This is an optimization exercise on Yosys and OpenROAD, whose aim is small area, a short achievable clock period and few clock cycles, not a production implementation.
RTL that was checked went through simulation tests only; none was proved equivalent to the original.

## JK
Design cordic, start of the top module:
module cordic(i_clk, i_rst, i_en, o_vld, o_cosine, o_sine, i_theta);
Size: ~1200 cells after synthesis, roughly 100 flip-flops, roughly 76 I/O pins.
==> module cordic, before the edit <==
module cordic(i_clk, i_rst, i_en, o_vld, o_cosine, o_sine, i_theta);
    input i_clk;
    input i_rst;
    input i_en;
    input signed [23:0] i_theta;
    output signed [23:0] o_cosine;
    output signed [23:0] o_sine;
    output o_vld;
    localparam W = 19;
    reg signed [W-1:0] x, y, q;
    reg signed [23:0]  p;
    reg [5:0]          cnt;      
    reg                busy;
    reg                rot;      
    reg                lst;      
    reg [3:0]          shx;      
    reg [3:0]          shyn;     
    reg                ix, iy;   
    reg                cxr, cyr; 
    reg                ip;       
    reg                m1;       
    reg                vld;
    assign o_vld = vld;
    assign o_cosine = {{6{y[W-1]}}, y[W-1:1]};
    assign o_sine   = {{6{x[W-1]}}, x[W-1:1]};
    wire [4:0] ai = cnt[5:1];
    wire [15:0] ang =
        ai == 5'd0  ? 16'hc90f :
        ai == 5'd1  ? 16'h76b1 :
        ai == 5'd2  ? 16'h3eb6 :
        ai == 5'd3  ? 16'h1fd5 :
        ai == 5'd4  ? 16'h0ffa :
        ai == 5'd5  ? 16'h07ff :
        ai == 5'd6  ? 16'h03ff :
        ai == 5'd7  ? 16'h01ff :
        ai == 5'd8  ? 16'h00ff :
        ai == 5'd9  ? 16'h007f :
        ai == 5'd10 ? 16'h003f :
        ai == 5'd11 ? 16'h001f :
        ai == 5'd12 ? 16'h0010 :
        ai == 5'd13 ? 16'h0008 :
        ai == 5'd14 ? 16'h0004 : 16'h0000;
    wire rw = rot | lst;
    wire signed [W-1:0] ax = rw ? x : q;
    wire signed [W-1:0] ay = rw ? y : p[W-1:0];
    wire signed [W-1:0] sx = y >>> shx;
    wire signed [W-1:0] sy = x >>> (~shyn);
    wire cx = cxr | (m1 & ~|y[1:0]);
    wire cy = cyr | (m1 & ~|x[1:0]);
    wire [W:0]  xs1 = {ax, cx} + {ix ? ~sx : sx, cx};
    wire [W:0]  ys1 = {ay, cy} + {iy ? ~sy : sy, cy};
    wire [24:0] ps1 = {p, ip} + {ip ? ~{8'd0, ang} : {8'd0, ang}, ip};
    wire signed [W-1:0] xa = xs1[W:1];
    wire signed [W-1:0] ya = ys1[W:1];
    wire signed [23:0]  pa = ps1[24:1];
    wire [5:0] cn = cnt + 6'd1;
    wire [3:0] shn = cn < 6'd30 ? cn[4:1] : (cn == 6'd34 ? 4'd4 : 4'd2);
    wire       minv = cn != 6'd34;
    always @(posedge i_clk) begin
        if (i_rst) begin
            busy <= 1'b0;
            vld  <= 1'b0;
        end else if (i_en) begin
            busy <= 1'b1;
            vld  <= 1'b0;
        end else begin
            vld <= busy && cnt == 6'd35;
            if (busy && cnt == 6'd35) busy <= 1'b0;
        end
        if (lst) q <= xa;
        if (i_en) begin
            x    <= 19'sh10000;
            y    <= 0;
            p    <= i_theta;
            cnt  <= 0;
            rot  <= 1'b1;
            lst  <= 1'b0;
            shx  <= 4'd0;
            shyn <= 4'd15;
            ix   <= ~i_theta[23];
            iy   <=  i_theta[23];
            cxr  <= ~i_theta[23];
            cyr  <=  i_theta[23];
            ip   <= ~i_theta[23];
            m1   <= 1'b0;
        end else begin
            cnt <= cn;
            if (rot) begin
                x <= xa;
                y <= ya;
            end else begin
                x <= ya;
                y <= xa;
            end
            if (lst) p[W-1:0] <= ya;
            else     p <= pa;
            rot  <= cn < 6'd29;
            lst  <= cn == 6'd29;
            shx  <= shn;
            shyn <= ~shn;
            ix   <= cn < 6'd30 ? ~pa[23] : minv;
            iy   <= cn < 6'd30 ?  pa[23] : minv;
            cxr  <= cn < 6'd30 & ~pa[23];
            cyr  <= cn < 6'd30 &  pa[23];
            ip   <= cn < 6'd30 & ~pa[23];
            m1   <= cn == 6'd30;
        end
    end
endmodule
make LEC_CHECK=0 CAP_MARGIN=20 CORE_MARGIN=2 CORE_UTILIZATION=40 SETUP_SLACK_MARGIN=5 SLEW_MARGIN=20 finish   # period 10.0 ns
run.sh (not shown) runs the stock make flow with config.mk's settings and CLKGATE_MAP_FILE= SYNTH_SCRIPT=/design/flow/synth_recipe.tcl, a recipe that flattens the netlist after the stock synthesis.
#### Input delta (MS over JK)
diff --git a/flow/design.v b/flow/design.v
--- a/flow/design.v
+++ b/flow/design.v
@@ -26,4 +26,6 @@
     reg                rot;      
     reg                lst;      
+    reg                rwx;      
+    reg                rwyn;     
     reg [3:0]          shx;      
     reg [3:0]          shyn;     
@@ -53,7 +55,6 @@
         ai == 5'd13 ? 16'h0008 :
         ai == 5'd14 ? 16'h0004 : 16'h0000;
-    wire rw = rot | lst;
-    wire signed [W-1:0] ax = rw ? x : q;
-    wire signed [W-1:0] ay = rw ? y : p[W-1:0];
+    wire signed [W-1:0] ax = rwx ? x : q;
+    wire signed [W-1:0] ay = rwyn ? p[W-1:0] : y;
     wire signed [W-1:0] sx = y >>> shx;
     wire signed [W-1:0] sy = x >>> (~shyn);
@@ -88,4 +89,6 @@
             rot  <= 1'b1;
             lst  <= 1'b0;
+            rwx  <= 1'b1;
+            rwyn <= 1'b0;
             shx  <= 4'd0;
             shyn <= 4'd15;
@@ -109,4 +112,6 @@
             rot  <= cn < 6'd29;
             lst  <= cn == 6'd29;
+            rwx  <= cn < 6'd30;
+            rwyn <= ~(cn < 6'd30);
             shx  <= shn;
             shyn <= ~shn;
MS ended up with a higher register area share after synthesis than JK did. JK → MS: maximum operating frequency went down 0.78%; cell area after layout went up about 0.9%. Going from JK to MS, sequential share of layout area picked up an extra 0.21 points, die area picked up an extra 1.0%, final standard cell utilization of the core picked up an extra 0.25 points.
No functional check of the RTL was part of any run of this note.

== v10 ==
The RTL this note starts from:
==> flow/design.v <==
module fxp_smul
#( parameter QINT=8,
    parameter QFRAC=16)
(out, a, b);
    localparam BIT_WIDTH = QINT + QFRAC; 
    output signed [BIT_WIDTH-1:0] out;
    input signed [BIT_WIDTH-1:0] a;
    input signed [BIT_WIDTH-1:0] b;
    wire [BIT_WIDTH*2-1:0] mul_out;
    assign mul_out = a * b;
    assign out = {mul_out[BIT_WIDTH*2-1],mul_out[BIT_WIDTH*2-QINT-2:QFRAC]};
endmodule
module cordic(i_clk, i_rst, i_en, o_vld, o_cosine, o_sine, i_theta);
    input i_clk;
    input i_rst;
    input i_en;
    input signed [23:0] i_theta;
    output signed [23:0] o_cosine;
    output signed [23:0] o_sine;
    output o_vld;
    localparam W = 19;
    localparam R = 21;
    reg signed [W-1:0] r1, r2, q;
    reg signed [R-1:0] p;        
    reg [1:0]          mode;     
    reg [5:0]          cnt;      
    reg                busy;
    reg                lst;      
    reg                rw1;      
    reg                rw2n;     
    reg                dbl;      
    reg [3:0]          sh1;      
    reg [3:0]          sh2n;     
    reg                i1, i2;   
    reg                c1r, c2r; 
    reg                ip;       
    reg                m1;       
    reg                vld;
    assign o_vld = vld;
    assign o_cosine = {{6{r2[W-1]}}, r2[W-1:1]};
    assign o_sine   = {{6{r1[W-1]}}, r1[W-1:1]};
    wire [4:0] ai = cnt[5:1];
    wire [16:0] ang =
        ai == 5'd0  ? (dbl ? 17'h1921e : 17'h0) :
        ai == 5'd1  ? 17'h76b1 :
        ai == 5'd2  ? 17'h3eb6 :
        ai == 5'd3  ? 17'h1fd5 :
        ai == 5'd4  ? 17'h0ffa :
        ai == 5'd5  ? 17'h07ff :
        ai == 5'd6  ? 17'h03ff :
        ai == 5'd7  ? 17'h01ff :
        ai == 5'd8  ? 17'h00ff :
        ai == 5'd9  ? 17'h007f :
        ai == 5'd10 ? 17'h003f :
        ai == 5'd11 ? 17'h001f :
        ai == 5'd12 ? 17'h0010 :
        ai == 5'd13 ? 17'h0008 :
        ai == 5'd14 ? 17'h0004 : 17'h0000;
    wire signed [W-1:0] a1 = rw1 ? r1 : q;
    wire signed [W-1:0] a2 = rw2n ? p[W-1:0] : r2;
    wire signed [W-1:0] s1 = (i1 ? ~r2 : r2) >>> sh1;
    wire signed [W-1:0] s2 = (i2 ? ~r1 : r1) >>> (~sh2n);
    wire c1 = c1r | (m1 & ~|r2[1:0]);
    wire c2 = c2r | (m1 & ~|r1[1:0]);
    wire [W:0]  t1 = {a1, c1} + {s1, c1};
    wire [W:0]  t2 = {a2, c2} + {s2, c2};
    wire [R:0]  tp = {p, ip} + {ip ? ~{4'd0, ang} : {4'd0, ang}, ip};
    wire signed [W-1:0] n1 = t1[W:1];
    wire signed [W-1:0] n2 = t2[W:1];
    wire signed [R-1:0] pa = tp[R:1];
    wire pn = mode[1] ? (pa[R-1] | (mode[0] & ~pa[R-2])) : mode[0];
    wire [4:0] th = i_theta[23:19];
    wire [1:0] mode0 = th == 5'd0 ? 2'b10 : th == 5'h1f ? 2'b11 : {1'b0, i_theta[23]};
    wire d0n = i_theta[23];
    wire d1n = d0n ? (i_theta < -24'sd51471) : (i_theta < 24'sd51471);
    wire [5:0] cn = cnt + 6'd1;
    wire       rn = cn < 6'd30;    
    wire [3:0] shn = rn ? cn[4:1] : (cn == 6'd34 ? 4'd4 : 4'd2);
    wire       minv = cn != 6'd34;
    wire       sub1 = pn ^ cn[0];
    always @(posedge i_clk) begin
        if (i_rst) begin
            busy <= 1'b0;
            vld  <= 1'b0;
        end else if (i_en) begin
            busy <= 1'b1;
            vld  <= 1'b0;
        end else begin
            vld <= busy && cnt == 6'd35;
            if (busy && cnt == 6'd35) busy <= 1'b0;
        end
        if (lst) q <= n1;
        if (i_en) begin
            r1   <= 19'sh10000;
            r2   <= d0n ? -19'sh10000 : 19'sh10000;
            p    <= {2'b00, i_theta[18:0]};
            mode <= mode0;
            dbl  <= d0n == d1n;
            cnt  <= 6'd1;
            lst  <= 1'b0;
            rw1  <= 1'b1;
            rw2n <= 1'b0;
            sh1  <= 4'd0;
            sh2n <= 4'd15;
            i1   <= ~d1n;
            i2   <=  d1n;
            c1r  <= ~d1n;
            c2r  <=  d1n;
            ip   <= ~d0n;
            m1   <= 1'b0;
        end else begin
            cnt <= cn;
            r1 <= n2;
            r2 <= n1;
            if (lst) p[W-1:0] <= n2;
            else     p <= pa;
            lst  <= cn == 6'd29;
            rw1  <= rn;
            rw2n <= ~rn;
            sh1  <= shn;
            sh2n <= ~shn;
            i1   <= rn ?  sub1 : minv;
            i2   <= rn ? ~sub1 : minv;
            c1r  <= rn &  sub1;
            c2r  <= rn & ~sub1;
            ip   <= rn & ~pn;
            m1   <= cn == 6'd30;
        end
    end
endmodule
==> flow/config.mk <==
export PLATFORM = sky130hd
export DESIGN_NAME = cordic
export DESIGN_NICKNAME = cordic
export VERILOG_FILES = /design/flow/design.v
export SDC_FILE = /design/flow/constraint.sdc
export NUM_CORES = 4
export LEC_CHECK = 0
export CAP_MARGIN = 20
export CORE_MARGIN = 2
export CORE_UTILIZATION = 40
export SETUP_SLACK_MARGIN = 5
export SLEW_MARGIN = 20
==> flow/constraint.sdc <==
create_clock -name core_clock -period 10.0 [get_ports {i_clk}]
set_input_delay 2.0000 -clock core_clock [delete_from_list [all_inputs] [get_ports {i_clk}]]
set_output_delay 2.0000 -clock core_clock [all_outputs]
set_load 0.01 [all_outputs]
standard.sh (not shown) runs the stock make flow with config.mk's settings and CLKGATE_MAP_FILE= SYNTH_SCRIPT=/design/flow/synth_recipe.tcl, a recipe that flattens the netlist after the stock synthesis.
==> flow/flow/run.sh <==
#!/bin/bash
# The standard layout (the standard.sh), except that the port buffers
# buffer_ports inserts are buf_1 cells instead of the larger delay buffers it
# picks by default (every port still gets one), and repair_timing aims at a
# setup slack margin of 6.0 ns.
set -euo pipefail
export BUFFER_PORTS_ARGS="-buffer_cell sky130_fd_sc_hd__buf_1"
bash standard.sh SETUP_SLACK_MARGIN=6.0 finish > standard_flow.log 2>&1
Input changes introduced in v33 (baseline for comparison: v10):
diff --git a/flow/design.v b/flow/design.v
--- a/flow/design.v
+++ b/flow/design.v
@@ -73,6 +73,7 @@
     wire [1:0] mode0 = th == 5'd0 ? 2'b10 : th == 5'h1f ? 2'b11 : {1'b0, i_theta[23]};
     wire d0n = i_theta[23];
     wire d1n = d0n ? (i_theta < -24'sd51471) : (i_theta < 24'sd51471);
+    wire [W-1:0] pe = i_en ? i_theta[W-1:0] : pa[W-1:0];
     wire [5:0] cn = cnt + 6'd1;
     wire       rn = cn < 6'd30;    
     wire [3:0] shn = rn ? cn[4:1] : (cn == 6'd34 ? 4'd4 : 4'd2);
@@ -90,10 +91,11 @@
             if (busy && cnt == 6'd35) busy <= 1'b0;
         end
         if (lst) q <= n1;
+        p[W-1:0] <= (lst & ~i_en) ? n2 : pe;
         if (i_en) begin
             r1   <= 19'sh10000;
             r2   <= d0n ? -19'sh10000 : 19'sh10000;
-            p    <= {2'b00, i_theta[18:0]};
+            p[R-1:W] <= 2'b00;
             mode <= mode0;
             dbl  <= d0n == d1n;
             cnt  <= 6'd1;
@@ -112,8 +114,7 @@
             cnt <= cn;
             r1 <= n2;
             r2 <= n1;
-            if (lst) p[W-1:0] <= n2;
-            else     p <= pa;
+            p[R-1:W] <= pa[R-1:W];
             lst  <= cn == 6'd29;
             rw1  <= rn;
             rw2n <= ~rn;
## What came out
- v33 went all the way through the flow, and no timing, DRC or antenna check failed.
- Every stage of the flow completed for v10, and the final layout passed the timing, design-rule and antenna checks.
- Per the comparison of v33 with v10, flip-flop and latch share of the layout cell area decreased 0.30 points; sum of routed wire segments on met1 fell by 4.8%.
- v10 → v33: fmax climbed 1.8%; sequential area share after synthesis up 0.34 points; design area increased by 170 µm² relative to the old numbers; pin count of the biggest net entering global routing has decreased.
Testbench counts of v33, summed over its fixed seeds: cycles 73,736.
For v10, only the layout was checked, not whether the RTL still works.

-- static timing again, ports no longer ideal --
The results above use ideal ports. As a check the final layouts listed here were re-extracted and re-timed, cells and wires unchanged. Step 1: set_driving_cell puts a clkbuf_16 on i_clk and a buf_2 on each other input, an assumption about the parent block. Step 2, shift: input delay + t, output delay - t, t = (earliest + latest rising clock arrival at the registers) / 2. This alone moves slack from input paths to output paths. Slacks: ideal ports / drivers / drivers and shift; pairs: ideal ports / drivers.
| run | t, ns | setup WS [ns] | worst setup path at the end | worst register clock-pin slew, ns |
|---|---|---|---|---|
| JK | 0.411 | 5.419 / 5.419 / 5.419 | register to register | 0.08 / 0.08 |
| MS | 0.401 | 5.383 / 5.383 / 5.383 | register to register | 0.08 / 0.08 |
| v10 | 0.409 | 6.031 / 6.031 / 5.888 | input to register | 0.08 / 0.08 |
| v33 | 0.408 | 6.102 / 6.102 / 5.865 | input to register | 0.08 / 0.08 |
After both steps every run listed still meets setup and hold. The setup slack of v33, which loses most, moves by 0.000 ns with the drivers and by -0.237 ns with both steps.
